Context: an optimization exercise on an open-source flow, tuned for small area, a short achievable clock period and few clock cycles per item. The choices shown serve that exercise and are no tape-out recipe. RTL that was checked went through simulation tests only; none was proved equivalent to the original. Function not checked in runs 1, 2 and 6: the RTL went through the layout flow alone.

==> flow/design.v, too long to show whole: its modules and the start of the top module <==
// module Zeta: 138 lines
// module Montgomery_Reduce: 1225 lines
// module Butterfly: 107 lines
// module FA: 4 lines
// module HA: 4 lines
// module NTT: 139 lines
module NTT #(
  parameter KYBER_K = 2,
  parameter KYBER_N = 256,
  parameter KYBER_Q = 3329,
  parameter COEFF_SZ = 16
)(
  input clk,
  input reset_n,
  input enable,
  input [COEFF_SZ-1 : 0] Coef_RData,
  output reg  [7 : 0] Coef_RAd,
  output reg  [0 : 0] Coef_WEN,
  output reg  [7 : 0] Coef_WAd,
  output reg  [COEFF_SZ-1 : 0] Coef_WData,
  output reg Poly_NTT_done
);
  // ...
==> flow/run.sh <==
#!/bin/bash
# synth_recipe.tcl (not shown) runs the flow's synth.tcl, then flattens the netlist and writes it again
# the make line also repeats each setting of config.mk as NAME=value (left out here)
make -C /OpenROAD-flow-scripts/flow DESIGN_CONFIG=/design/flow/config.mk WORK_HOME=/design/flow/orfs CLKGATE_MAP_FILE= SYNTH_SCRIPT=/design/flow/synth_recipe.tcl finish
==> flow/config.mk <==
export PLATFORM = sky130hd
export DESIGN_NAME = NTT
export DESIGN_NICKNAME = NTT
export VERILOG_FILES = /design/flow/design.v
export SDC_FILE = /design/flow/constraint.sdc
export NUM_CORES = 8
export LEC_CHECK = 0
export CAP_MARGIN = 20
export CORE_MARGIN = 2
export CORE_UTILIZATION = 40
export CTS_BUF_LIST = sky130_fd_sc_hd__clkbuf_16
export CTS_CLUSTER_DIAMETER = 80
export CTS_CLUSTER_SIZE = 24
export PLACE_DENSITY = 0.6
export SETUP_SLACK_MARGIN = 5
export SLEW_MARGIN = 20
export SYNTH_HIERARCHICAL = 1
export SYNTH_MINIMUM_KEEP_SIZE = 0
==> flow/constraint.sdc <==
create_clock -name core_clock -period 8.0 [get_ports {clk}]
set_input_delay 1.6000 -clock core_clock [delete_from_list [all_inputs] [get_ports {clk}]]
set_output_delay 1.6000 -clock core_clock [all_outputs]
set_load 0.01 [all_outputs]
==> run summary, run 1 <==
- GPL Wtd Cong: between 0.9 and 1
- Crit path buf inv count: 0
- Die width: 243 µm
- Layout inverter count without the clock tree: 113
- Min-delay worst type: register to register
- Routed vias/inst: 5.40
- Antenna Cells: 1
- Critical path capture point type: register
- Max clock buf depth: 3
- Top cells by area, synth: dfxtp_1 (31%), fa_1 (19%), ha_1 (6.9%)
- Slowest Stage Delay on Critical Path: 530 ps
- Std-Cell Rows: 87
- Setup_tns: 0 ps
- Gate Count Post-Synth: 2270
- Tmin final: 2950 ps
- Clk_skew: 27.5 ps
- Hold_sp: P0.ar[21]
- Clock-cell share: 0.0330
- Vias in the first global route: roughly 17000
- Hpwl dp: 41.9 mm
- Critical path required time: 8430 ps
- Slowest stage cell, crit path: fa_1
- Seq/total area: 0.321
- # fillers: 5317
- CTS HTree Levels: 1
- CTS Root Cell: clkbuf_16
- WHS: roughly 330 ps
- Run status: complete, no violations
- R2r endpoint: u[15]
- Count leader, synth: dfxtp_1
==> run 2: changes to the inputs <==
--- a/flow/config.mk
+++ b/flow/config.mk
@@ -9,8 +9,8 @@
 export CORE_MARGIN = 2
 export CORE_UTILIZATION = 40
 export CTS_BUF_LIST = sky130_fd_sc_hd__clkbuf_16
-export CTS_CLUSTER_DIAMETER = 80
-export CTS_CLUSTER_SIZE = 24
+export CTS_CLUSTER_DIAMETER = 60
+export CTS_CLUSTER_SIZE = 32
 export PLACE_DENSITY = 0.6
 export SETUP_SLACK_MARGIN = 5
 export SLEW_MARGIN = 20
==> run summary, run 2 <==
- Run status: complete, no violations (unchanged)
- Critical path required time: 8470 ps (was 8430 ps)
- Slowest stage cell, crit path: o311ai_0 (was fa_1)
- Critical path capture point type: register (unchanged)
- PortBufs: 52 (unchanged)
- Core Area: 56500 µm² (unchanged)
- Synth Area in Compound Gates: 0.138 (unchanged)
- Drt total wl: 57.4 mm (was 57.1 mm)
- Synth cell types: 102 (unchanged)
- Routed vias/inst: 5.40 (about the same)
- First-pass iteration count of the detailed router: 5 (was 6)
- Critical path arrival: 3420 ps (was 3380 ps)
- DR WL met2: 27.4 mm (was 27.2 mm)
- Final slew viol count: 0 (unchanged)
- Num CTS Buffers: 34 (was 24)
- Avg Cell Area, Syn: 10.1 µm² (unchanged)
- Max reg flops: 29 (unchanged)
- Antenna violations before repair: 3 (was 4)
- Tightest Pin Transition: 950 ps (was 886 ps)
- Max cap viols: 0 (unchanged)
- CTS tree: built (unchanged)
- Worst skew pair latency: 570 ps (about the same)
- XOR/XNOR Fraction of Synth Area: 0.0272 (unchanged)
- Grt total ovfl: 0 (unchanged)
- Die width: 243 µm (unchanged)
- Simple-gate area share of the yosys netlist: 0.136 (unchanged)
- Slew margin rel.: 0.359 (was 0.407)
- # fillers: 5254 (was 5317)
- Std-Cell Rows: 87 (unchanged)
- Clk_skew: 39.4 ps (was 27.5 ps)
- Routed length on met1: 25.7 mm (about the same)
- Initial Util: 0.405 (unchanged)
- Final period util: 0.369 (was 0.368)
- DRC: 0 (unchanged)
- Share of layout cells above drive strength 1: 0.0916 (was 0.0807)
- Tmin final: 2950 ps (about the same)
- Fin. Hold Viols: 0 (unchanged)
- IO Pins: 53 (unchanged)
- Post-synth EDFFs: 22 (unchanged)
- Place WS: 4640 ps (unchanged)
- Register bit count reported by yosys: 385 (unchanged)
- Synth top cells by count: dfxtp_1 (360), nand2_1 (314), fa_1 (220) (unchanged)
- Final setup viols: 0 (unchanged)
- Crit path kind: register to register (unchanged)
- Top reg by flops: P0.ar (unchanged)
- DRT iter0 DRCs: 1222 (was 1225)
- Post-synthesis cell area: 22900 µm² (unchanged)
- Post-layout util: 0.448 (was 0.440)
- All-Layer GR Usage: 0.194 (was 0.192)
- Crit path launch type: register (unchanged)
- Min-delay worst type: register to register (unchanged)
- WL met3: 2.72 mm (was 2.55 mm)
- Fmax achieved: 338 MHz (was 339 MHz)
- Setup ws final: 5050 ps (about the same)
- Leading area contributor after synthesis: dfxtp_1 (unchanged)
- Synth Area in Adders: 0.261 (unchanged)
- Setup_tns: 0 ps (unchanged)
- Pin count of the biggest net entering global routing: 81 (unchanged)
- Die Ht: 243 µm (unchanged)
- Mux contribution to synthesized area: 0.0415 (unchanged)
- CTS Root Cell: clkbuf_16 (unchanged)
- Async SR Flop Fraction: 0.00779 (unchanged)
- RSZ-0062 raised after global routing: yes (unchanged)
- GPL Wtd Cong: 0.933 (unchanged)
- Most frequently used flop master after synthesis: dfxtp_1 (unchanged)
- Top-area cell type share of the netlist area: 0.315 (unchanged)
- CP Max Fanout: 25 (was 4)
- Clock sinks: 385 (unchanged)
- Max clock buf depth: 3 (unchanged)
- Yosys warnings: 9 (unchanged)
- Top cells by area, synth: dfxtp_1 (31%), fa_1 (19%), ha_1 (6.9%) (unchanged)
- Gate Count Post-Synth: 2270 (unchanged)
- Share of the yosys chip area belonging to registers: 0.347 (unchanged)
- Slowest Stage Delay on Critical Path: 850 ps (was 530 ps)
- Commonest non-fill, non-tap cell in the layout: dfxtp_1 (unchanged)
- P&R area growth vs syn: 10.4% (was 8.57%)
- Max layer used: met5 (unchanged)
- CP top delay family: compound AO/OA/AOI/OAI gates (was adder cells)
- Die area: 59200 µm² (unchanged)
- Most frequent cells in the layout: dfxtp_1 (324), nand2_1 (314), fa_1 (216) (was dfxtp_1 (324), nand2_1 (314), fa_1 (217))
- First-pass GRT wire length: 92.0 mm (was 91.6 mm)
- Largest family of logic cells by synthesized area: adder cells (unchanged)
- Hold buffer count at CTS: 0 (unchanged)
- Hpwl dp: 41.9 mm (unchanged)
- Crit-path cells: buf_4 > inv_1 > ha_2 > mux2i_1 > o21ai_0 > a211oi_1 > o311ai_0 > and3_1 (was fa_1 > ha_4 > nor2_1 > or3_4 > a21boi_4 > nand2_2 > o31ai_2 > xnor2_1 > mux2i_1 > nor2_1 > a21oi_1 > o21ai_0)
- CTS HTree Levels: 2 (was 1)
- Via count: 16358 (was 16269)
- Crit path buf inv count: 2 (was 0)
- Drt wl/cell: 19.0 µm (was 18.9 µm)
- CTS clk-pin slew, worst paths: 90 ps (was 100 ps)
- Vias in the first global route: 16812 (was 16696)
- Final net count: 2611 (was 2601)
- Final ANT Viol Nets: 0 (unchanged)
- Largest regs: P0.ar (29), P0.m0 (26) (unchanged)
- Count leader, synth: dfxtp_1 (unchanged)
## run 2: changes by cell type in the layout (fill, tap and decap cells not counted), moves of 4 or more
cell	change
clkinv_8	+4
inv_12	+5
inv_6	+6
inv_1	-4
clkbuf_16	+11
## run 2: timing repair
item	4_1_cts	5_1_grt
buffers inserted	3	4
gates resized for setup	64	44
gates cloned	0	0
setup endpoints to repair	62	28
pin swaps	5	18
## run 2: per-layer routing
metal | GRT usage | vias to the layer above
met1 | 0.259 | 8077
li1 | - | 7712
met5 | 0 | -
met2 | 0.323 | 452
met3 | 0.0290 | 115
met4 | 0.0650 | 2
## run 2: area by class of cell
cell class	count	area, µm²	area share
Clock inverter	25	338	0.0134
Inverter	113	428	0.0169
Sequential cell	385	7990	0.316
Multi-Input combinational cell	1640	14100	0.556
Antenna cell	1	2.50	0.0000989
Clock buffer	36	901	0.0356
Timing Repair Buffer	72	636	0.0251
Tap cell	756	946	0.0374
## run 2: cells by family (layout without fill, tap and decap cells)
family / count (synthesis) / after routing
AO/OA/AOI/OAI: 471 / 471
XOR/XNOR: 71 / 71
adder cells (fa/ha/maj): 346 / 346
buffers and inverters: 254 / 246
flip-flops: 385 / 385
multiplexers: 87 / 87
other: 2 / 12
AND/OR/NAND/NOR: 654 / 654
## run 2: path summary, 6_finish.rpt
kind / cells past startpoint / slack [ps] / start / to
min in group asynchronous: 1 / 1220 / reset_n / running
hold reg to reg: 0 / 330 / P0.ar[23] / P0.a2[23]
setup / recovery: 8 / 5050 / zidx[1] / M0.douta[9]
max in group asynchronous: 1 / 6650 / reset_n / Poly_NTT_done
hold / removal: 0 / 330 / P0.ar[23] / P0.a2[23]
setup reg to reg: 8 / 5050 / zidx[1] / M0.douta[9]
## run 2: metrics by stage
stage	hold WS [ps]	instances	instance area, µm²
floorplan	310	2279	22900
global placement	311	2959	23800
detailed placement	312	2959	23800
CTS	331	3023	25100
global route	335	3028	25300
finish	326	3028	25300
## run 2: modules after synthesis, one instance, submodules excluded
module / flops+latches / times used / cells / cell area, µm²
NTT: 210 / 1 / 683 / 7410
Zeta: 12 / 1 / 433 / 2920
FA: 0 / 216 / 1 / 20.0
Butterfly: 0 / 1 / 191 / 1430
Montgomery_Reduce: 163 / 1 / 723 / 6520
HA: 0 / 24 / 1 / 12.5
## run 2: worst register-to-register path: cells and delay by family, from the launching register on
kind            cells  cell delay (ps)
simple gates        1              250
mux                 1              110
flops               1              320
fa+ha+maj           1              590
compound gates      3             1080
buf+inv             2              540
==> module NTT, before the edit <==
module NTT #(
  parameter KYBER_K = 2,
  parameter KYBER_N = 256,
  parameter KYBER_Q = 3329,
  parameter COEFF_SZ = 16
)(
  input clk,
  input reset_n,
  input enable,
  input [COEFF_SZ-1 : 0] Coef_RData,
  output reg  [7 : 0] Coef_RAd,
  output reg  [0 : 0] Coef_WEN,
  output reg  [7 : 0] Coef_WAd,
  output reg  [COEFF_SZ-1 : 0] Coef_WData,
  output reg Poly_NTT_done
);
function [7:0] addr;
  input [7:0] G;
  input [1:0] xsel;
  case (G[7:6])
    2'd0:    addr = {xsel, G[5:0]};
    2'd1:    addr = {G[5], xsel, G[4:0]};
    2'd2:    addr = {G[5:3], xsel, G[2:0]};
    default: addr = {G[5:1], xsel, G[0]};
  endcase
endfunction
function [6:0] zidx1;
  input [7:0] G;
  case (G[7:6])
    2'd0:    zidx1 = 7'd1;
    2'd1:    zidx1 = {6'd1, G[5]};
    2'd2:    zidx1 = {4'd1, G[5:3]};
    default: zidx1 = {2'd1, G[5:1]};
  endcase
endfunction
function [6:0] zidx2;
  input [7:0] G;
  case (G[7:6])
    2'd1:    zidx2 = {5'd1, G[5], 1'b0};
    2'd2:    zidx2 = {3'd1, G[5:3], 1'b0};
    default: zidx2 = {1'd1, G[5:1], 1'b0};
  endcase
endfunction
reg       running;
reg [3:0] sl;             
reg [8:0] nF, nFm1;       
reg       wdbl;           
wire [3:0] ns = {sl[2:0], sl[3]};    
wire [7:0] rG   = (ns[0] | ns[3]) ? nF[7:0] : nFm1[7:0];
wire [1:0] rsel = {ns[0] | ns[1], ns[0] | ns[3]};
wire [7:0] raddr_n = addr(rG, rsel);
reg  [6:0] zidx;
reg  [6:0] zidx_n;
always @(*)
  case (1'b1)
    ns[1]:   zidx_n = zidx1(nF[7:0]);
    ns[2]:   zidx_n = zidx1(nFm1[7:0]);
    ns[3]:   zidx_n = zidx2(nFm1[7:0]);
    default: zidx_n = {zidx[6:1], 1'b1};
  endcase
wire [11:0] zeta;
Zeta M0 (.clka(clk), .addra(zidx), .douta(zeta));
reg  [8:0] wP, wQ;
wire       wuseP = wdbl ? (ns[2] | ns[3]) : (ns[0] | ns[2]);
wire [8:0] wG = wuseP ? wP : wQ;
reg  [1:0] wsel;
always @(*)
  case (1'b1)
    ns[0]:   wsel = 2'd1;
    ns[1]:   wsel = wdbl ? 2'd3 : 2'd0;
    ns[2]:   wsel = wdbl ? 2'd0 : 2'd3;
    default: wsel = 2'd2;
  endcase
wire       wvalid = wdbl ? (~wG[8] & (wG[7:6] != 2'd0)) : (wG[8:6] == 3'd0);
wire [7:0] waddr_n = addr(wG[7:0], wsel);
wire       wd_o0 = wdbl ? (ns[2] | ns[3]) : (ns[0] | ns[1]);
reg  [15:0] V, RD, U0, O0, O1, X, Y;
wire [15:0] rS, rC, o0, o1;
wire        rk;
reg  [15:0] u;            
Montgomery_Reduce P0 (.clk(clk), .v(V), .zeta(zeta), .rS(rS), .rC(rC), .rk(rk));
Butterfly BF (.u(u), .rS(rS), .rC(rC), .rk(rk), .o0(o0), .o1(o1));
always @(posedge clk) begin
  if (sl[1] | sl[2])  V <= Coef_RData;
  else if (sl[3])     V <= O0;
  else                V <= X;
  RD <= Coef_RData;
  if (sl[3]) U0 <= Coef_RData;
  if (sl[1])      u <= RD;
  else if (sl[2]) u <= U0;
  else if (sl[3]) u <= o0;
  else            u <= O1;
  O0 <= o0;
  O1 <= o1;
  X  <= O1;
  Y  <= X;
  zidx <= zidx_n;
  Coef_WData <= wd_o0 ? O0 : Y;
  Coef_WAd <= waddr_n;
end
always @(posedge clk) begin
  if (running) begin
    sl       <= ns;
    Coef_RAd <= raddr_n;
    if (sl[2]) begin
      nF   <= nF + 9'd1;
      nFm1 <= nF;
      if (nF == 9'd66) wdbl <= 1'b1;
      else begin
        wP <= wP + 9'd1;
        wQ <= wP;
      end
    end
  end else begin
    sl       <= 4'd1;
    nF       <= 9'd0;
    nFm1     <= 9'h1ff;
    wP       <= 9'h1fe;
    wQ       <= 9'h1fd;
    wdbl     <= 1'b0;
    Coef_RAd <= addr(8'd0, 2'd3);
  end
end
wire last = ns[2] && nF == 9'd259;    
always @(posedge clk, negedge reset_n) begin
  if (!reset_n) begin
    running       <= 1'b0;
    Coef_WEN      <= 1'b0;
    Poly_NTT_done <= 1'b0;
  end else begin
    Poly_NTT_done <= running && last;
    Coef_WEN      <= running && !last && wvalid;
    if (running) begin
      if (last) running <= 1'b0;
    end else if (enable)
      running <= 1'b1;
  end
end
endmodule
==> run 3: changes to the inputs <==
--- a/flow/design.v
+++ b/flow/design.v
@@ -1524,8 +1524,8 @@
 reg [8:0] nF, nFm1;       
 reg       wdbl;           
 wire [3:0] ns = {sl[2:0], sl[3]};    
-wire [7:0] rG   = (ns[0] | ns[3]) ? nF[7:0] : nFm1[7:0];
-wire [1:0] rsel = {ns[0] | ns[1], ns[0] | ns[3]};
+wire [7:0] rG   = (ns[0] | ns[2]) ? nF[7:0] : nFm1[7:0];
+wire [1:0] rsel = {ns[0] | ns[1], ns[0] | ns[2]};
 wire [7:0] raddr_n = addr(rG, rsel);
 reg  [6:0] zidx;
 reg  [6:0] zidx_n;
@@ -1552,7 +1552,7 @@
 wire       wvalid = wdbl ? (~wG[8] & (wG[7:6] != 2'd0)) : (wG[8:6] == 3'd0);
 wire [7:0] waddr_n = addr(wG[7:0], wsel);
 wire       wd_o0 = wdbl ? (ns[2] | ns[3]) : (ns[0] | ns[1]);
-reg  [15:0] V, RD, U0, O0, O1, X, Y;
+reg  [15:0] V, RD, RD2, O0, O1, X, Y;
 wire [15:0] rS, rC, o0, o1;
 wire        rk;
 reg  [15:0] u;            
@@ -1562,12 +1562,11 @@
   if (sl[1] | sl[2])  V <= Coef_RData;
   else if (sl[3])     V <= O0;
   else                V <= X;
-  RD <= Coef_RData;
-  if (sl[3]) U0 <= Coef_RData;
-  if (sl[1])      u <= RD;
-  else if (sl[2]) u <= U0;
-  else if (sl[3]) u <= o0;
-  else            u <= O1;
+  RD  <= Coef_RData;
+  RD2 <= RD;
+  if (sl[1] | sl[2]) u <= RD2;
+  else if (sl[3])    u <= o0;
+  else               u <= O1;
   O0 <= o0;
   O1 <= o1;
   X  <= O1;
--- a/flow/config.mk
+++ b/flow/config.mk
@@ -9,8 +9,8 @@
 export CORE_MARGIN = 2
 export CORE_UTILIZATION = 40
 export CTS_BUF_LIST = sky130_fd_sc_hd__clkbuf_16
-export CTS_CLUSTER_DIAMETER = 60
-export CTS_CLUSTER_SIZE = 32
+export CTS_CLUSTER_DIAMETER = 80
+export CTS_CLUSTER_SIZE = 24
 export PLACE_DENSITY = 0.6
 export SETUP_SLACK_MARGIN = 5
 export SLEW_MARGIN = 20
==> run summary, run 3 <==
- CTS tree: built (unchanged)
- Die Ht: 241 µm (was 243 µm)
- Worst r2r path cells: 11 (was 8)
- Die width: 241 µm (was 243 µm)
- Via count: 16017 (was 16358)
- Gate Count Post-Synth: 2228 (was 2270)
- Core Area: 55300 µm² (was 56500 µm²)
- Share of layout cells above drive strength 1: 0.0760 (was 0.0916)
- Num CTS Buffers: 23 (was 34)
- Placed Cells: 2915 (was 2959)
- R2r endpoint: u[12] (was M0.douta[9])
- Pin count of the biggest net entering global routing: 92 (was 81)
- Register bit count reported by yosys: 385 (unchanged)
- RSZ-0062 raised after global routing: yes (unchanged)
- Min-Delay Path Depth: 0 (unchanged)
- Reg2reg start: u[0] (was zidx[1])
- DR WL met2: 26.2 mm (was 27.4 mm)
- CTS Root Cell: clkbuf_16 (unchanged)
- Critical path required time: 8500 ps (was 8470 ps)
- GPL Wtd Cong: 0.913 (was 0.933)
- Routed length on met1: 24.1 mm (was 25.7 mm)
- Grt total ovfl: 0 (unchanged)
- Drt wl/cell: 18.4 µm (was 19.0 µm)
- Most frequently used flop master after synthesis: dfxtp_1 (unchanged)
- Placed Area: 23400 µm² (was 23800 µm²)
- DRT iter0 DRCs: 1219 (was 1222)
- Clk_skew: 35.6 ps (was 39.4 ps)
- Async SR Flop Fraction: 0.00779 (unchanged)
- Drt total wl: 54.3 mm (was 57.4 mm)
- First-pass GRT wire length: 87.0 mm (was 92.0 mm)
- Leading area contributor after synthesis: dfxtp_1 (unchanged)
- Top-area cell type share of the netlist area: 0.335 (was 0.315)
- Final period util: 0.364 (was 0.369)
- Post-synth EDFFs: 6 (was 22)
- Min-delay worst type: register to register (unchanged)
- Max clock buf depth: 3 (unchanged)
- Top cells by area, synth: dfxtp_1 (34%), fa_1 (20%), ha_1 (7.0%) (was dfxtp_1 (31%), fa_1 (19%), ha_1 (6.9%))
- Antenna Cells: 0 (was 1)
- Crit path kind: register to register (unchanged)
- Reg2reg setup slack: 5090 ps (was 5050 ps)
- Std-Cell Rows: 86 (was 87)
- Top reg by flops: P0.ar (unchanged)
- First-pass iteration count of the detailed router: 6 (was 5)
- Commonest non-fill, non-tap cell in the layout: dfxtp_1 (unchanged)
- Hold endpoint: RD2[11] (was P0.a2[23])
- WL met3: 2.71 mm (was 2.72 mm)
- Max cap viols: 0 (unchanged)
- Register Area: 7830 µm² (was 7990 µm²)
- Vias in the first global route: 16038 (was 16812)
- Setup_tns: 0 ps (unchanged)
- Final slew viol count: 0 (unchanged)
- Post-synthesis cell area: 22500 µm² (was 22900 µm²)
- Yosys warnings: 9 (unchanged)
- Clock sinks: 385 (unchanged)
- Initial Util: 0.406 (was 0.405)
- Crit path launch type: register (unchanged)
- All-Layer GR Usage: 0.188 (was 0.194)
- Count leader, synth: dfxtp_1 (unchanged)
- Area of the multi-input gates: 13700 µm² (was 14100 µm²)
- Worst skew pair latency: 570 ps (about the same)
- Most frequent cells in the layout: dfxtp_1 (346), nand2_1 (327), fa_1 (218) (was dfxtp_1 (324), nand2_1 (314), fa_1 (216))
- Fmax achieved: 343 MHz (was 338 MHz)
- CTS HTree Levels: 1 (was 2)
- Tightest Pin Transition: 961 ps (was 950 ps)
- PortBufs: 52 (unchanged)
- Fin. Hold Viols: 0 (unchanged)
- Share of the yosys chip area belonging to registers: 0.346 (was 0.347)
- Routed vias/inst: 5.41 (was 5.40)
- Final cell count without fillers: 2958 (was 3028)
- Critical path arrival: 3410 ps (was 3420 ps)
- Largest regs: P0.ar (29), P0.m0 (26) (unchanged)
- Die area: 58100 µm² (was 59200 µm²)
- Final instance area: 24300 µm² (was 25300 µm²)
- CP Max Fanout: 4 (was 25)
- Final ANT Viol Nets: 0 (unchanged)
- Critical path origin: u[0] (was zidx[1])
- Max reg flops: 29 (unchanged)
- WHS: 320 ps (was 326 ps)
- DRC: 0 (unchanged)
- Synth cell types: 111 (was 102)
- Avg Cell Area, Syn: 10.1 µm² (about the same)
- Slew margin rel.: 0.358 (was 0.359)
- # fillers: 5335 (was 5254)
- P&R area growth vs syn: 8.01% (was 10.4%)
- IO Pins: 53 (unchanged)
- Run status: complete, no violations (unchanged)
- Synth top cells by count: dfxtp_1 (376), nand2_1 (327), fa_1 (220) (was dfxtp_1 (360), nand2_1 (314), fa_1 (220))
- Antenna violations before repair: 0 (was 3)
- Hold_sp: RD[11] (was P0.ar[23])
- Hpwl dp: 40.3 mm (was 41.9 mm)
- Final setup viols: 0 (unchanged)
- Critical path capture point type: register (unchanged)
- CTS clk-pin slew, worst paths: 90 ps (about the same)
- Final net count: 2565 (was 2611)
- Max layer used: met4 (was met5)
- Tmin final: 2910 ps (was 2950 ps)
run 3: how the worst max path moves through the flow:
stage                            to  slack (ps)  cells after the start
final                         u[12]        5090                     11
after global routing          u[12]        4920                     11
after CTS                     u[14]        4910                     11
after detailed placement      u[14]        4850                     11
after global placement    P0.m1[16]        4850                      5
after floorplan           P0.m1[18]        5120                      6
run 3: repair_timing:
| action | in CTS | in global routing |
|---|---|---|
| hold buffers | 0 | 0 |
| pin swaps | 3 | 15 |
| gates resized for setup | 57 | 43 |
| buffers inserted | 1 | 7 |
| endpoints found under the setup margin | 65 | 34 |
run 3: modules after synthesis (local to each module, per instance):
module             flip-flops and latches  cell area, µm²  cells
Montgomery_Reduce                     163            6410    712
Butterfly                               0            1430    191
HA                                      0            12.5      1
Zeta                                   12            2920    433
NTT                                   210            7090    652
FA                                      0            20.0      1
run 3: cell type report:
class	count	area share
Multi-Input combinational cell	1606	0.566
Clock inverter	12	0.00547
Timing Repair Buffer	71	0.0257
Tap cell	748	0.0386
Clock buffer	23	0.0237
Inverter	113	0.0175
Sequential cell	385	0.323
run 3: critical path, stage by stage (launching register included):
cell and delay, ps:
dfxtp_2 340, fa_1 470, ha_1 240, fa_1 440, a21oi_2 200, o21ai_1 140
a31oi_4 300, o21ai_1 90, a21oi_1 200, xnor2_1 170, mux2i_1 100, o21ai_0 150
run 3: logic make-up after synthesis:
logic type,synth area share
compound gates,0.136
other cells,0.000334
xor+xnor,0.0265
buf+inv,0.0489
mux,0.0417
fa+ha+maj,0.266
flops,0.346
simple gates,0.134
run 3: stage by stage:
step	worst slack [ps]	util
floorplan	5120	-
global placement	4850	0.423
detailed placement	4850	0.423
CTS	4910	0.435
global route	4920	0.439
finish	5090	0.439
run 3: layer usage:
| layer | vias to the layer above | global-route usage |
|---|---|---|
| met5 | - | 0 |
| met2 | 467 | 0.317 |
| li1 | 7520 | - |
| met4 | 0 | 0.0526 |
| met1 | 7933 | 0.253 |
| met3 | 97 | 0.0253 |
Testbench counts of run 3, summed over its fixed seeds: cycles 33,248, ntts 32.
==> run 4: changes to the inputs <==
--- a/flow/config.mk
+++ b/flow/config.mk
@@ -9,8 +9,8 @@
 export CORE_MARGIN = 2
 export CORE_UTILIZATION = 40
 export CTS_BUF_LIST = sky130_fd_sc_hd__clkbuf_16
-export CTS_CLUSTER_DIAMETER = 80
-export CTS_CLUSTER_SIZE = 24
+export CTS_CLUSTER_DIAMETER = 100
+export CTS_CLUSTER_SIZE = 30
 export PLACE_DENSITY = 0.6
 export SETUP_SLACK_MARGIN = 5
 export SLEW_MARGIN = 20
==> run summary, run 4 <==
- Critical path required time: 8410 ps (was 8500 ps)
- Top cells by area, synth: dfxtp_1 (34%), fa_1 (20%), ha_1 (7.0%) (unchanged)
- Share of layout cells above drive strength 1: 0.0709 (was 0.0760)
- Top-area cell type share of the netlist area: 0.335 (unchanged)
- Final net count: 2559 (was 2565)
- Pin count of the biggest net entering global routing: 92 (unchanged)
- Num CTS Buffers: 18 (was 23)
- Leading area contributor after synthesis: dfxtp_1 (unchanged)
- Crit path kind: register to register (unchanged)
- Synth cell types: 111 (unchanged)
- Critical path capture point type: register (unchanged)
- All-Layer GR Usage: 0.188 (about the same)
- Die Ht: 241 µm (unchanged)
- Reg2reg start: u[0] (unchanged)
- Antenna Cells: 0 (unchanged)
- Routed vias/inst: 5.44 (was 5.41)
- CTS clk-pin slew, worst paths: 110 ps (was 90 ps)
- R2r endpoint: O1[14] (was u[12])
- Run status: complete, no violations (unchanged)
- Worst skew pair latency: 540 ps (was 570 ps)
- Fin. Hold Viols: 0 (unchanged)
- Final setup viols: 0 (unchanged)
- IO Pins: 53 (unchanged)
- First-pass iteration count of the detailed router: 5 (was 6)
- CP Max Fanout: 3 (was 4)
- Die area: 58100 µm² (unchanged)
- GPL Wtd Cong: 0.913 (unchanged)
- DRC: 0 (unchanged)
- Clk_skew: 25.4 ps (was 35.6 ps)
- P&R area growth vs syn: 7.20% (was 8.01%)
- Antenna violations before repair: 0 (unchanged)
- Most frequently used flop master after synthesis: dfxtp_1 (unchanged)
- Max clock buf depth: 3 (unchanged)
- Hpwl dp: 40.3 mm (unchanged)
- Fmax achieved: 343 MHz (about the same)
- Clock sinks: 385 (unchanged)
- Most frequent cells in the layout: dfxtp_1 (346), nand2_1 (327), fa_1 (219) (was dfxtp_1 (346), nand2_1 (327), fa_1 (218))
- Die width: 241 µm (unchanged)
- Critical path arrival: 3330 ps (was 3410 ps)
- Top reg by flops: P0.ar (unchanged)
- Max cap viols: 0 (unchanged)
- Avg Cell Area, Syn: 10.1 µm² (unchanged)
- Core Area: 55300 µm² (unchanged)
- Gate Count Post-Synth: 2228 (unchanged)
- Setup_tns: 0 ps (unchanged)
- PortBufs: 52 (unchanged)
- Async SR Flop Fraction: 0.00779 (unchanged)
- Grt total ovfl: 0 (unchanged)
- Count leader, synth: dfxtp_1 (unchanged)
- Drt wl/cell: 18.4 µm (about the same)
- CTS HTree Levels: 1 (unchanged)
- Hold endpoint: RD2[14] (was RD2[11])
- Share of the yosys chip area belonging to registers: 0.346 (unchanged)
- Final slew viol count: 0 (unchanged)
- Largest regs: P0.ar (29), P0.m0 (26) (unchanged)
- Reg2reg setup slack: 5080 ps (was 5090 ps)
- Register bit count reported by yosys: 385 (unchanged)
- Yosys warnings: 9 (unchanged)
- Crit path launch type: register (unchanged)
- CTS Root Cell: clkbuf_16 (unchanged)
- Commonest non-fill, non-tap cell in the layout: dfxtp_1 (unchanged)
- RSZ-0062 raised after global routing: yes (unchanged)
- Min-Delay Path Depth: 0 (unchanged)
- Vias in the first global route: 16035 (was 16038)
- Via count: 16017 (unchanged)
- CTS tree: built (unchanged)
- First-pass GRT wire length: 86.8 mm (was 87.0 mm)
- Tightest Pin Transition: 929 ps (was 961 ps)
- Synth top cells by count: dfxtp_1 (376), nand2_1 (327), fa_1 (220) (unchanged)
- Max reg flops: 29 (unchanged)
- Final ANT Viol Nets: 0 (unchanged)
- Std-Cell Rows: 86 (unchanged)
- Worst r2r path cells: 11 (unchanged)
- DRT iter0 DRCs: 1287 (was 1219)
- Final period util: 0.365 (was 0.364)
- Post-synthesis cell area: 22500 µm² (unchanged)
- Slew margin rel.: 0.380 (was 0.358)
- Drt total wl: 54.3 mm (about the same)
- Post-synth EDFFs: 6 (unchanged)
- Initial Util: 0.406 (unchanged)
- Min-delay worst type: register to register (unchanged)
- Hold_sp: RD[14] (was RD[11])
- Tmin final: 2920 ps (was 2910 ps)
run 4: timing repair:
item / in CTS / in global routing
hold buffers: 0 / 0
gates resized for setup: 61 / 33
pin swaps: 3 / 14
setup buffers: 1 / 6
setup endpoints to repair: 65 / 25
run 4: cells by family (layout without fill, tap and decap cells):
kind of cell	Yosys count	after routing	synth area share
XOR/XNOR	68	68	0.0265
adder cells (fa/ha/maj)	346	346	0.266
AO/OA/AOI/OAI	453	453	0.136
AND/OR/NAND/NOR	642	642	0.134
flip-flops	385	385	0.346
buffers and inverters	246	208	0.0489
multiplexers	86	86	0.0417
other	2	11	0.000334
run 4: metal layers:
metal | wire [µm] | global-route usage
met1 | 24300 | 0.253
met2 | 26200 | 0.318
met3 | 2530 | 0.0228
met4 | 1290 | 0.0503
met5 | 0 | 0
run 4: area by class of cell:
class | instances | area, µm²
clock buffers | 19 | 475
clock inverters | 6 | 80.1
fillers | 5364 | 31200
inverters | 113 | 424
multi-input cells | 1606 | 13700
flip-flops and latches | 385 | 7830
well taps | 748 | 936
repair buffers | 70 | 617
run 4: modules after synthesis (local to each module, per instance):
module	flops+latches	area (µm²)
FA	0	20.0
NTT	210	7090
Butterfly	0	1430
HA	0	12.5
Zeta	12	2920
Montgomery_Reduce	163	6410
run 4: worst max-delay path by stage:
stage	startpoint	end	slack, ps	cells past startpoint
2_1_floorplan	M0.douta[11]	P0.m1[18]	5120	6
6_report	u[0]	O1[14]	5080	11
5_1_grt	zidx[2]	M0.douta[5]	4900	7
3_3_place_gp	M0.douta[7]	P0.m1[16]	4850	5
4_1_cts	P0.rS[0]	u[14]	4990	11
3_5_place_dp	P0.rS[0]	u[14]	4850	11
run 4: metrics by stage:
step / setup WS, ps / utilization / instance area, µm² / hold slack [ps] / std cells
2_1_floorplan: 5120 / - / 22500 / 310 / 2237
3_5_place_dp: 4850 / 0.423 / 23400 / 313 / 2915
4_1_cts: 4990 / 0.433 / 23900 / 339 / 2941
3_3_place_gp: 4850 / 0.423 / 23400 / 310 / 2915
5_1_grt: 4900 / 0.435 / 24100 / 343 / 2947
6_report: 5080 / 0.435 / 24100 / 336 / 2947
run 4: worst max-delay path, stage by stage (launching register included):
cell and delay (ps):
dfxtp_2 360, inv_2 40, fa_1 500, ha_2 200, inv_2 50, fa_2 380
nor2b_4 150, o31ai_4 100, a2bb2oi_2 240, a211oi_2 120, o41ai_2 490, xnor2_1 160
==> run 5: changes to the inputs <==
==> flow/flow/run.sh (new file) <==
#!/bin/bash
# The standard layout (the standard.sh: ORFS synthesis to final layout),
# with timing repair aiming for a setup slack of 5.5 ns at the design's 8 ns
# clock, that is for paths of at most 2.5 ns.
set -euo pipefail
bash standard.sh SETUP_SLACK_MARGIN=5.5 finish > standard.log 2>&1
==> flow/standard.sh (new file) <==
#!/bin/bash
# synth_recipe.tcl (not shown) runs the flow's synth.tcl, then flattens the netlist and writes it again
# the make line also repeats each setting of config.mk as NAME=value (left out here)
make -C /OpenROAD-flow-scripts/flow DESIGN_CONFIG=/design/flow/config.mk WORK_HOME=/design/flow/orfs CLKGATE_MAP_FILE= SYNTH_SCRIPT=/design/flow/synth_recipe.tcl "${@:-finish}"
--- a/flow/config.mk
+++ b/flow/config.mk
@@ -12,7 +12,6 @@
 export CTS_CLUSTER_DIAMETER = 100
 export CTS_CLUSTER_SIZE = 30
 export PLACE_DENSITY = 0.6
-export SETUP_SLACK_MARGIN = 5
 export SLEW_MARGIN = 20
 export SYNTH_HIERARCHICAL = 1
 export SYNTH_MINIMUM_KEEP_SIZE = 0
removed: flow/run.sh
==> run summary, run 5 <==
- DRT iter0 DRCs: 1306 (was 1287)
- Initial Util: 0.406 (unchanged)
- Num CTS Buffers: 19 (was 18)
- WHS: 329 ps (was 336 ps)
- Critical path arrival: 3220 ps (was 3330 ps)
- PortBufs: 52 (unchanged)
- Clk_skew: 27.2 ps (was 25.4 ps)
- Share of the yosys chip area belonging to registers: 0.346 (unchanged)
- Post-synthesis cell area: 22500 µm² (unchanged)
- Grt total ovfl: 0 (unchanged)
- Fin. Hold Viols: 0 (unchanged)
- Avg Cell Area, Syn: 10.1 µm² (unchanged)
- Synth top cells by count: dfxtp_1 (376), nand2_1 (327), fa_1 (220) (unchanged)
- GPL Wtd Cong: 0.888 (was 0.913)
- Critical path capture point type: register (unchanged)
- Max reg flops: 29 (unchanged)
- Final ANT Viol Nets: 0 (unchanged)
- Drt total wl: 59.4 mm (was 54.3 mm)
- Gate Count Post-Synth: 2228 (unchanged)
- Register bit count reported by yosys: 385 (unchanged)
- Synth cell types: 111 (unchanged)
- Core Area: 55300 µm² (unchanged)
- Final period util: 0.348 (was 0.365)
- Post-synth EDFFs: 6 (unchanged)
- Met3 Usage GRT: 0.0232 (was 0.0228)
- Tightest Pin Transition: 721 ps (was 929 ps)
- Met1 layer usage reported by global route: 0.275 (was 0.253)
- Largest regs: P0.ar (29), P0.m0 (26) (unchanged)
- CTS Root Cell: clkbuf_16 (unchanged)
- Async SR Flop Fraction: 0.00779 (unchanged)
- Count leader, synth: dfxtp_1 (unchanged)
- GR peak layer: met2 (unchanged)
- Most frequent cells in the layout: dfxtp_1 (304), nand2_1 (304), fa_1 (196) (was dfxtp_1 (346), nand2_1 (327), fa_1 (219))
- Die width: 241 µm (unchanged)
- All-Layer GR Usage: 0.205 (was 0.188)
- Share of layout cells above drive strength 1: 0.217 (was 0.0709)
- Top-area cell type share of the netlist area: 0.335 (unchanged)
- Run status: complete, no violations (unchanged)
- Top cells by area, synth: dfxtp_1 (34%), fa_1 (20%), ha_1 (7.0%) (unchanged)
- Pin count of the biggest net entering global routing: 101 (was 92)
- Tmin final: 2780 ps (was 2920 ps)
- Leading area contributor after synthesis: dfxtp_1 (unchanged)
- Crit path launch type: register (unchanged)
- Top reg by flops: P0.ar (unchanged)
- Met2 global-route usage: 0.342 (was 0.318)
- Final net count: 2690 (was 2559)
- First-pass GRT wire length: 94.1 mm (was 86.8 mm)
- Final setup viols: 0 (unchanged)
- IO Pins: 53 (unchanged)
- Post-layout util: 0.477 (was 0.435)
- Final slew viol count: 0 (unchanged)
- First-pass iteration count of the detailed router: 8 (was 5)
- Yosys warnings: 9 (unchanged)
- Std-Cell Rows: 86 (unchanged)
- Slew margin rel.: 0.519 (was 0.380)
- # fillers: 5173 (was 5364)
- Die Ht: 241 µm (unchanged)
- CP Max Fanout: 12 (was 3)
- Setup_tns: 0 ps (unchanged)
- Min-delay worst type: register to register (unchanged)
- Die area: 58100 µm² (unchanged)
- Clock sinks: 385 (unchanged)
- RSZ-0062 raised after global routing: yes (unchanged)
- Fmax achieved: 359 MHz (was 343 MHz)
- Most frequently used flop master after synthesis: dfxtp_1 (unchanged)
- P&R area growth vs syn: 17.4% (was 7.20%)
- Routed vias/inst: 5.43 (was 5.44)
- Max cap viols: 0 (unchanged)
- Antenna violations before repair: 0 (unchanged)
- Worst skew pair latency: 550 ps (was 540 ps)
- Via count: 16719 (was 16017)
- Hpwl dp: 40.9 mm (was 40.3 mm)
- Vias in the first global route: 17170 (was 16035)
- CTS tree: built (unchanged)
- Crit path kind: register to register (unchanged)
- Reg2reg setup slack: 5220 ps (was 5080 ps)
- CTS clk-pin slew, worst paths: 110 ps (about the same)
- Drt wl/cell: 19.3 µm (was 18.4 µm)
- Antenna Cells: 0 (unchanged)
- Max clock buf depth: 3 (unchanged)
- CTS HTree Levels: 1 (unchanged)
- Critical path required time: 8440 ps (was 8410 ps)
- DRC: 0 (unchanged)
## run 5: cell counts after synthesis
No cell type changed its count.
## run 5: per-module statistics from Yosys, one instance, submodules excluded
module	times used	flip-flops and latches	cell area [µm²]	cells inside
HA	24	0	12.5	1
Butterfly	1	0	1430	191
NTT	1	210	7090	652
FA	216	0	20.0	1
Montgomery_Reduce	1	163	6410	712
Zeta	1	12	2920	433
## run 5: critical path, stage by stage, from the launching register on
cell     delay (ps)
dfxtp_2         540
nand2_1         120
fa_1            490
fa_1            530
fa_1            560
fa_1            420
## run 5: stage by stage
stage | std cells | setup WS (ps) | instance area (µm²)
2_1_floorplan | 2237 | 5380 | 22800
3_3_place_gp | 2917 | 4770 | 23500
3_5_place_dp | 2917 | 4730 | 23500
4_1_cts | 3044 | 5190 | 25600
5_1_grt | 3081 | 5100 | 26400
6_report | 3081 | 5220 | 26400
## run 5: final timing paths
kind,from,endpoint,depth (start not counted)
max,V[13],P0.m1[15],5
min,RD[2],RD2[2],0
max reg2reg,V[13],P0.m1[15],5
min reg2reg,RD[2],RD2[2],0
max in group asynchronous,reset_n,Poly_NTT_done,1
min in group asynchronous,reset_n,running,1
## run 5: cell families (layout without fill, tap and decap cells)
kind of cell	Yosys count	count (layout)	synth area share
compound gates	453	453	0.136
other cells	2	11	0.000334
xor+xnor	68	68	0.0265
simple gates	642	642	0.134
mux	86	86	0.0417
buf+inv	246	342	0.0489
flops	385	385	0.346
fa+ha+maj	346	346	0.266
## run 5: repair_timing
item | in CTS | in global routing
pin swaps | 81 | 77
hold buffers | 0 | 0
gates resized for setup | 369 | 118
setup endpoints to repair | 111 | 108
cloned | 0 | 1
setup buffers | 98 | 36
## run 5: layout make-up
| class | instances | area (µm²) | share of cell area |
|---|---|---|---|
| Inverter | 113 | 437 | 0.0165 |
| Tap cell | 748 | 936 | 0.0355 |
| Clock buffer | 19 | 475 | 0.0180 |
| Sequential cell | 385 | 7940 | 0.301 |
| Clock inverter | 10 | 134 | 0.00507 |
| Multi-Input combinational cell | 1606 | 14700 | 0.555 |
| Timing Repair Buffer | 200 | 1810 | 0.0687 |
## run 5: layer usage
metal  routed length, µm  vias to the layer above
met1               25800                     8343
met2               28600                      480
met5                   0                        -
met3                2940                      127
li1                    -                     7769
met4                2030                        0
==> run 6: changes to the inputs <==
--- a/flow/design.v
+++ b/flow/design.v
@@ -1495,110 +1495,192 @@
 function [7:0] addr;
   input [7:0] G;
   input [1:0] xsel;
-  case (G[7:6])
-    2'd0:    addr = {xsel, G[5:0]};
-    2'd1:    addr = {G[5], xsel, G[4:0]};
-    2'd2:    addr = {G[5:3], xsel, G[2:0]};
-    default: addr = {G[5:1], xsel, G[0]};
-  endcase
+  addr = G[6] ? {G[5:1], xsel, G[0]} : {G[5:3], xsel, G[2:0]};
 endfunction
 function [6:0] zidx1;
   input [7:0] G;
-  case (G[7:6])
-    2'd0:    zidx1 = 7'd1;
-    2'd1:    zidx1 = {6'd1, G[5]};
-    2'd2:    zidx1 = {4'd1, G[5:3]};
-    default: zidx1 = {2'd1, G[5:1]};
-  endcase
+  zidx1 = G[6] ? {2'd1, G[5:1]} : {4'd1, G[5:3]};
 endfunction
 function [6:0] zidx2;
   input [7:0] G;
-  case (G[7:6])
-    2'd1:    zidx2 = {5'd1, G[5], 1'b0};
-    2'd2:    zidx2 = {3'd1, G[5:3], 1'b0};
-    default: zidx2 = {1'd1, G[5:1], 1'b0};
-  endcase
+  zidx2 = G[6] ? {1'd1, G[5:1], 1'b0} : {3'd1, G[5:3], 1'b0};
 endfunction
-reg       running;
+reg running;    
+reg        p0;           
+reg [11:0] q;            
+reg [5:0]  f0, f0m1, f0m2;    
+reg        ownV, ownU, ownZ;  
+wire [11:0] qn = {q[10:0], q[11]};             
+wire [5:0]  f0n = q[11] ? f0 + 6'd1 : f0;       
+reg [2:0] rk0;
+always @(*)
+  case (1'b1)
+    qn[0]:   rk0 = 3'd7;
+    qn[2]:   rk0 = 3'd3;
+    qn[4]:   rk0 = 3'd6;
+    qn[5]:   rk0 = 3'd5;
+    qn[6]:   rk0 = 3'd2;
+    qn[7]:   rk0 = 3'd1;
+    qn[9]:   rk0 = 3'd4;
+    default: rk0 = 3'd0;
+  endcase
+wire [7:0] raddr0 = {rk0, f0n[4:0]};
+reg [2:0] wk0;
+always @(*)
+  case (1'b1)
+    qn[9]:   wk0 = 3'd4;
+    qn[10]:  wk0 = 3'd2;
+    qn[11]:  wk0 = 3'd6;
+    qn[0]:   wk0 = 3'd3;
+    qn[1]:   wk0 = 3'd7;
+    qn[2]:   wk0 = 3'd5;
+    qn[4]:   wk0 = 3'd0;
+    default: wk0 = 3'd1;
+  endcase
+wire [5:0] wG0     = (qn[9] | qn[10] | qn[11] | qn[0]) ? f0m1 : f0m2;
+wire       wslot0  = ~(qn[3] | qn[6] | qn[7] | qn[8]);
+wire       wvalid0 = p0 & wslot0 & ~wG0[5];
+wire [7:0] waddr0  = {wk0, wG0[4:0]};
+reg [6:0] zidx0;
+always @(*)
+  case (1'b1)
+    q[1]:         zidx0 = 7'd6;
+    q[2]:         zidx0 = 7'd5;
+    q[3]:         zidx0 = 7'd7;
+    q[6] | q[10]: zidx0 = 7'd2;
+    q[7] | q[11]: zidx0 = 7'd3;
+    q[8]:         zidx0 = 7'd4;
+    default:      zidx0 = 7'd1;
+  endcase
+reg       p1;             
 reg [3:0] sl;             
 reg [8:0] nF, nFm1;       
-reg       wdbl;           
+reg [8:0] wP, wQ;         
 wire [3:0] ns = {sl[2:0], sl[3]};    
 wire [7:0] rG   = (ns[0] | ns[2]) ? nF[7:0] : nFm1[7:0];
 wire [1:0] rsel = {ns[0] | ns[1], ns[0] | ns[2]};
-wire [7:0] raddr_n = addr(rG, rsel);
+wire [7:0] raddr1 = addr(rG, rsel);
 reg  [6:0] zidx;
-reg  [6:0] zidx_n;
+reg  [6:0] zidx1_n;
 always @(*)
   case (1'b1)
-    ns[1]:   zidx_n = zidx1(nF[7:0]);
-    ns[2]:   zidx_n = zidx1(nFm1[7:0]);
-    ns[3]:   zidx_n = zidx2(nFm1[7:0]);
-    default: zidx_n = {zidx[6:1], 1'b1};
+    ns[1]:   zidx1_n = zidx1(nF[7:0]);
+    ns[2]:   zidx1_n = zidx1(nFm1[7:0]);
+    ns[3]:   zidx1_n = zidx2(nFm1[7:0]);
+    default: zidx1_n = {zidx[6:1], 1'b1};
   endcase
-wire [11:0] zeta;
-Zeta M0 (.clka(clk), .addra(zidx), .douta(zeta));
-reg  [8:0] wP, wQ;
-wire       wuseP = wdbl ? (ns[2] | ns[3]) : (ns[0] | ns[2]);
-wire [8:0] wG = wuseP ? wP : wQ;
-reg  [1:0] wsel;
+wire [8:0] wG1     = (ns[2] | ns[3]) ? wP : wQ;
+reg  [1:0] wsel1;
 always @(*)
   case (1'b1)
-    ns[0]:   wsel = 2'd1;
-    ns[1]:   wsel = wdbl ? 2'd3 : 2'd0;
-    ns[2]:   wsel = wdbl ? 2'd0 : 2'd3;
-    default: wsel = 2'd2;
-  endcase
-wire       wvalid = wdbl ? (~wG[8] & (wG[7:6] != 2'd0)) : (wG[8:6] == 3'd0);
-wire [7:0] waddr_n = addr(wG[7:0], wsel);
-wire       wd_o0 = wdbl ? (ns[2] | ns[3]) : (ns[0] | ns[1]);
-reg  [15:0] V, RD, RD2, O0, O1, X, Y;
+    ns[0]:   wsel1 = 2'd1;
+    ns[1]:   wsel1 = 2'd3;
+    ns[2]:   wsel1 = 2'd0;
+    default: wsel1 = 2'd2;
+  endcase
+wire       wvalid1 = p1 & ~wG1[8] & wG1[7];
+wire [7:0] waddr1  = addr(wG1[7:0], wsel1);
+wire       last    = p1 && ns[2] && nF == 9'd259;    
+reg  [15:0] V, RD, RD2, O0, O1, X, Y, H1, H2;
 wire [15:0] rS, rC, o0, o1;
 wire        rk;
 reg  [15:0] u;            
+wire [11:0] zeta;
+Zeta M0 (.clka(clk), .addra(zidx), .douta(zeta));
 Montgomery_Reduce P0 (.clk(clk), .v(V), .zeta(zeta), .rS(rS), .rC(rC), .rk(rk));
 Butterfly BF (.u(u), .rS(rS), .rC(rC), .rk(rk), .o0(o0), .o1(o1));
+wire vR  = ownV ? (q[1] | q[5] | q[6] | q[10]) : (sl[1] | sl[2]);
+wire vO0 = ownV ? (q[2] | q[7] | q[11])        : sl[3];
+wire vX  = ownV ? (q[0] | q[8])                : sl[0];
+wire vY  = ownV & (q[3] | q[4]);
+wire uD  = ownU ? (q[2] | q[5] | q[9] | q[10]) : (sl[1] | sl[2]);
+wire uo  = ownU ? (q[3] | q[11])               : sl[3];
+wire uO1 = ownU ? (q[0] | q[4])                : sl[0];
+wire uO0 = ownU & q[6];
+wire uY  = ownU & (q[7] | q[8]);
+wire wO0 = p0 ? (qn[9] | qn[10] | qn[11] | qn[4]) : (ns[2] | ns[3]);
+wire wY  = p0 ? (qn[0] | qn[1])                   : (ns[0] | ns[1]);
+wire wH1 = p0 & qn[2];
 always @(posedge clk) begin
-  if (sl[1] | sl[2])  V <= Coef_RData;
-  else if (sl[3])     V <= O0;
-  else                V <= X;
+  case (1'b1)
+    vR:      V <= Coef_RData;
+    vO0:     V <= O0;
+    vX:      V <= X;
+    vY:      V <= Y;
+    default: V <= H1;
+  endcase
   RD  <= Coef_RData;
   RD2 <= RD;
-  if (sl[1] | sl[2]) u <= RD2;
-  else if (sl[3])    u <= o0;
-  else               u <= O1;
+  case (1'b1)
+    uo:      u <= o0;
+    uD:      u <= RD2;
+    uO1:     u <= O1;
+    uO0:     u <= O0;
+    uY:      u <= Y;
+    default: u <= H2;
+  endcase
   O0 <= o0;
   O1 <= o1;
   X  <= O1;
   Y  <= X;
-  zidx <= zidx_n;
-  Coef_WData <= wd_o0 ? O0 : Y;
-  Coef_WAd <= waddr_n;
+  if (q[1])  H1 <= O0;
+  if (q[10]) H1 <= Y;
+  if (q[5])  H2 <= O0;
+  zidx <= ownZ ? zidx0 : zidx1_n;
+  case (1'b1)
+    wO0:     Coef_WData <= O0;
+    wY:      Coef_WData <= Y;
+    wH1:     Coef_WData <= H1;
+    default: Coef_WData <= X;
+  endcase
+  Coef_WAd <= p0 ? waddr0 : waddr1;
 end
 always @(posedge clk) begin
   if (running) begin
-    sl       <= ns;
-    Coef_RAd <= raddr_n;
-    if (sl[2]) begin
-      nF   <= nF + 9'd1;
-      nFm1 <= nF;
-      if (nF == 9'd66) wdbl <= 1'b1;
-      else begin
-        wP <= wP + 9'd1;
-        wQ <= wP;
+    if (p0) begin
+      q  <= qn;
+      f0 <= f0n;
+      if (q[11]) begin
+        f0m1 <= f0;
+        f0m2 <= f0m1;
+      end
+    end
+    if (f0[5] & ~f0[0] & q[8]) begin
+      ownZ     <= 1'b0;
+      p1       <= 1'b1;
+      Coef_RAd <= addr(8'd128, 2'd3);
+    end else
+      Coef_RAd <= p1 ? raddr1 : raddr0;
+    if (f0[5] & ~f0[0] & q[9]) ownV <= 1'b0;
+    if (f0[5] &  f0[0] & q[1]) ownU <= 1'b0;
+    if (f0[5] &  f0[0] & q[4]) p0   <= 1'b0;
+    if (p1) begin
+      sl <= ns;
+      if (sl[2]) begin
+        nF   <= nF + 9'd1;
+        nFm1 <= nF;
+        wP   <= wP + 9'd1;
+        wQ   <= wP;
       end
     end
   end else begin
+    p0       <= 1'b1;
+    q        <= 12'd1;
+    f0       <= 6'd0;
+    f0m1     <= 6'h3f;
+    f0m2     <= 6'h3e;
+    ownV     <= 1'b1;
+    ownU     <= 1'b1;
+    ownZ     <= 1'b1;
+    p1       <= 1'b0;
     sl       <= 4'd1;
-    nF       <= 9'd0;
-    nFm1     <= 9'h1ff;
-    wP       <= 9'h1fe;
-    wQ       <= 9'h1fd;
-    wdbl     <= 1'b0;
-    Coef_RAd <= addr(8'd0, 2'd3);
+    nF       <= 9'd128;
+    nFm1     <= 9'd127;
+    wP       <= 9'd125;
+    wQ       <= 9'd124;
+    Coef_RAd <= 8'd224;      
   end
 end
-wire last = ns[2] && nF == 9'd259;    
 always @(posedge clk, negedge reset_n) begin
   if (!reset_n) begin
     running       <= 1'b0;
@@ -1606,7 +1688,7 @@
     Poly_NTT_done <= 1'b0;
   end else begin
     Poly_NTT_done <= running && last;
-    Coef_WEN      <= running && !last && wvalid;
+    Coef_WEN      <= running && !last && (wvalid0 | wvalid1);
     if (running) begin
       if (last) running <= 1'b0;
     end else if (enable)
==> flow/run.sh (new file) <==
#!/bin/bash
# synth_recipe.tcl (not shown) runs the flow's synth.tcl, then flattens the netlist and writes it again
# the make line also repeats each setting of config.mk as NAME=value (left out here)
make -C /OpenROAD-flow-scripts/flow DESIGN_CONFIG=/design/flow/config.mk WORK_HOME=/design/flow/orfs CLKGATE_MAP_FILE= SYNTH_SCRIPT=/design/flow/synth_recipe.tcl finish
--- a/flow/config.mk
+++ b/flow/config.mk
@@ -12,6 +12,7 @@
 export CTS_CLUSTER_DIAMETER = 100
 export CTS_CLUSTER_SIZE = 30
 export PLACE_DENSITY = 0.6
+export SETUP_SLACK_MARGIN = 5
 export SLEW_MARGIN = 20
 export SYNTH_HIERARCHICAL = 1
 export SYNTH_MINIMUM_KEEP_SIZE = 0
removed: flow/flow/run.sh
removed: flow/standard.sh
==> run summary, run 6 <==
- Largest regs: P0.ar (29), P0.m0 (26) (unchanged)
- Yosys warnings: 9 (unchanged)
- Count leader, synth: nand2_1 (was dfxtp_1)
- Pin count of the biggest net entering global routing: 96 (was 101)
- CTS Root Cell: clkbuf_16 (unchanged)
- Most frequently used flop master after synthesis: dfxtp_1 (unchanged)
- Tmin final: 3010 ps (was 2780 ps)
- Final cell count without fillers: 3488 (was 3081)
- Final slew viol count: 0 (unchanged)
- PortBufs: 52 (unchanged)
- First-pass GRT wire length: 110 mm (was 94.1 mm)
- Hold buffer count at CTS: 0 (unchanged)
- Die area: 67400 µm² (was 58100 µm²)
- Tightest Pin Transition: 1060 ps (was 721 ps)
- Simple-gate area share of the yosys netlist: 0.157 (was 0.134)
- Avg Cell Area, Syn: 9.76 µm² (was 10.1 µm²)
- Share of the yosys chip area belonging to registers: 0.360 (was 0.346)
- Share of layout cells above drive strength 1: 0.0786 (was 0.217)
- Synth cell types: 103 (was 111)
- Register bit count reported by yosys: 450 (was 385)
- Setup_tns: 0 ps (unchanged)
- Critical path arrival: 3480 ps (was 3220 ps)
- Clock sinks: 450 (was 385)
- Final net count: 2979 (was 2690)
- Run status: complete, no violations (unchanged)
- Drt wl/cell: 20.2 µm (was 19.3 µm)
- Antenna violations before repair: 1 (was 0)
- Top reg by flops: P0.ar (unchanged)
- First-pass iteration count of the detailed router: 8 (unchanged)
- Top-area cell type share of the netlist area: 0.314 (was 0.335)
- Worst skew pair latency: 590 ps (was 550 ps)
- Final instance area: 28000 µm² (was 26400 µm²)
- Synth Area in Compound Gates: 0.140 (was 0.136)
- Final ANT Viol Nets: 0 (unchanged)
- Leading area contributor after synthesis: dfxtp_1 (unchanged)
- WHS: 310 ps (was 329 ps)
- Hpwl dp: 50.2 mm (was 40.9 mm)
- Slew margin rel.: 0.291 (was 0.519)
- Routed vias/inst: 5.57 (was 5.43)
- Post-synth EDFFs: 38 (was 6)
- Critical path required time: 8470 ps (was 8440 ps)
- Final period util: 0.376 (was 0.348)
- Max layer used: met5 (was met4)
- Clk_skew: 41.4 ps (was 27.2 ps)
- Async SR Flop Fraction: 0.00667 (was 0.00779)
- Via count: 19414 (was 16719)
- P&R area growth vs syn: 7.38% (was 17.4%)
- DRT iter0 DRCs: 1818 (was 1306)
- Initial Util: 0.405 (was 0.406)
- Most frequent cells in the layout: nand2_1 (429), dfxtp_1 (376), fa_1 (217) (was dfxtp_1 (304), nand2_1 (304), fa_1 (196))
- RSZ-0062 raised after global routing: yes (unchanged)
- Placed Cells: 3441 (was 2917)
- Crit path kind: register to register (unchanged)
- Max cap viols: 0 (unchanged)
- WL met3: 3.93 mm (was 2.94 mm)
- Drt total wl: 70.4 mm (was 59.4 mm)
- Final setup viols: 0 (unchanged)
- Max clock buf depth: 3 (unchanged)
- IO Pins: 53 (unchanged)
- CTS HTree Levels: 1 (unchanged)
- Vias in the first global route: 19180 (was 17170)
- Routed length on met1: 31.5 mm (was 25.8 mm)
- Num CTS Buffers: 21 (was 19)
- Min-delay worst type: register to register (unchanged)
- Largest family of logic cells by synthesized area: adder cells (unchanged)
- Fmax achieved: 333 MHz (was 359 MHz)
- Gate Count Post-Synth: 2677 (was 2228)
- CTS clk-pin slew, worst paths: 110 ps (about the same)
- Core Area: 64500 µm² (was 55300 µm²)
- Die Ht: 260 µm (was 241 µm)
- DRC: 0 (unchanged)
- Synth top cells by count: nand2_1 (430), dfxtp_1 (409), fa_1 (220) (was dfxtp_1 (376), nand2_1 (327), fa_1 (220))
- DR WL met2: 32.5 mm (was 28.6 mm)
- Placed Area: 27100 µm² (was 23500 µm²)
- CTS tree: built (unchanged)
- Critical path capture point type: register (unchanged)
- Std-Cell Rows: 93 (was 86)
- Max reg flops: 29 (unchanged)
- Post-synthesis cell area: 26100 µm² (was 22500 µm²)
- Grt total ovfl: 0 (unchanged)
- All-Layer GR Usage: 0.206 (was 0.205)
- XOR/XNOR Fraction of Synth Area: 0.0278 (was 0.0265)
- Commonest non-fill, non-tap cell in the layout: nand2_1
- Synth Area in Adders: 0.227 (was 0.266)
- Fin. Hold Viols: 0 (unchanged)
- Top cells by area, synth: dfxtp_1 (31%), fa_1 (17%), nand2_1 (6.2%) (was dfxtp_1 (34%), fa_1 (20%), ha_1 (7.0%))
- GPL Wtd Cong: 0.915 (was 0.888)
- Mux contribution to synthesized area: 0.0408 (was 0.0417)
- Die width: 260 µm (was 241 µm)
- Crit path launch type: register (unchanged)
- CP Max Fanout: 4 (was 12)
==> run 6: per-stage QoR <==
stage / util / setup slack (ps)
after floorplan: - / 5120
after global placement: 0.421 / 4820
after detailed placement: 0.421 / 4730
after CTS: 0.432 / 4830
after global routing: 0.435 / 4950
final: 0.435 / 4990
==> run 6: repair_timing <==
action / CTS / global route
setup endpoints to repair: 55 / 37
pin swaps: 1 / 14
hold endpoints to repair: 0 / 0
buffers inserted: 2 / 7
gates resized for setup: 56 / 43
==> run 6: path summary, 6_finish.rpt <==
path / to / cells past startpoint / start / slack [ps]
worst max-delay path: u[11] / 11 / u[4] / 4990
worst min-delay path: RD2[0] / 0 / RD[0] / 310
worst max register to register: u[11] / 11 / u[4] / 4990
worst min register to register: RD2[0] / 0 / RD[0] / 310
max in group asynchronous: running / 1 / reset_n / 6670
min in group asynchronous: Poly_NTT_done / 1 / reset_n / 1170
==> run 6: cells by family (layout without fill, tap and decap cells) <==
logic type | Yosys count | after routing
multiplexers | 96 | 96
XOR/XNOR | 83 | 83
AND/OR/NAND/NOR | 878 | 878
adder cells (fa/ha/maj) | 342 | 342
buffers and inverters | 289 | 235
other | 2 | 12
AO/OA/AOI/OAI | 537 | 537
flip-flops | 450 | 450
==> run 6: area by class of cell <==
| cell class | instances | area, µm² |
|---|---|---|
| antenna | 1 | 2.50 |
| clock buffer | 22 | 551 |
| clock inverter | 15 | 135 |
| fill | 6239 | 36400 |
| inverter | 115 | 439 |
| multi-input combinational | 1947 | 15700 |
| sequential | 450 | 9450 |
| tap | 855 | 1070 |
| timing repair buffer | 83 | 714 |
==> run 6: Yosys stat by module, one instance, submodules excluded <==
module | cell area, µm² | copies in the design | flops+latches
Zeta | 2920 | 1 | 12
Butterfly | 1430 | 1 | 0
Montgomery_Reduce | 6500 | 1 | 163
HA | 12.5 | 24 | 0
NTT | 10600 | 1 | 275
FA | 20.0 | 216 | 0
==> run 6: metal layers <==
metal,track usage,vias to the layer above
met3,0.0200,157
met2,0.330,626
met5,0,-
li1,-,9055
met1,0.290,9574
met4,0.0752,2
==> run 6: worst max-delay path, cell delays in order (launching register included) <==
cell,delay [ps]
dfxtp_1,340
fa_1,520
ha_4,330
nand2_2,70
or3_4,400
a21boi_4,200
nand2_2,110
o21ai_1,170
xor2_1,180
buf_4,160
nor2_1,50
a311oi_2,350

## port drivers added, routing unchanged
No port has a modelled driver above. Below, the same layouts with a new extraction and two added sets of constraints.
Step 1 assumes that a clkbuf_16 drives the clock port and a buf_2 every other input.
Step 2 times the ports against the registers' clock, not the clock port: input delays grow and output delays shrink by t, the midpoint of the rising clock arrivals with the driver on.
a / b / c = ideal / step 1 / step 2; a / b = the first two.
run	t (ns)	slack for setup (ns)	worst setup path at the end
run 1	0.609	5.053 / 5.053 / 5.053	register to register
run 2	0.600	5.046 / 5.046 / 5.046	register to register
run 3	0.601	5.085 / 5.085 / 5.085	register to register
run 4	0.579	5.083 / 5.083 / 5.083	register to register
run 5	0.594	5.217 / 5.217 / 5.217	register to register
run 6	0.627	4.993 / 4.993 / 4.993	register to register
After both steps every run listed still meets setup and hold.
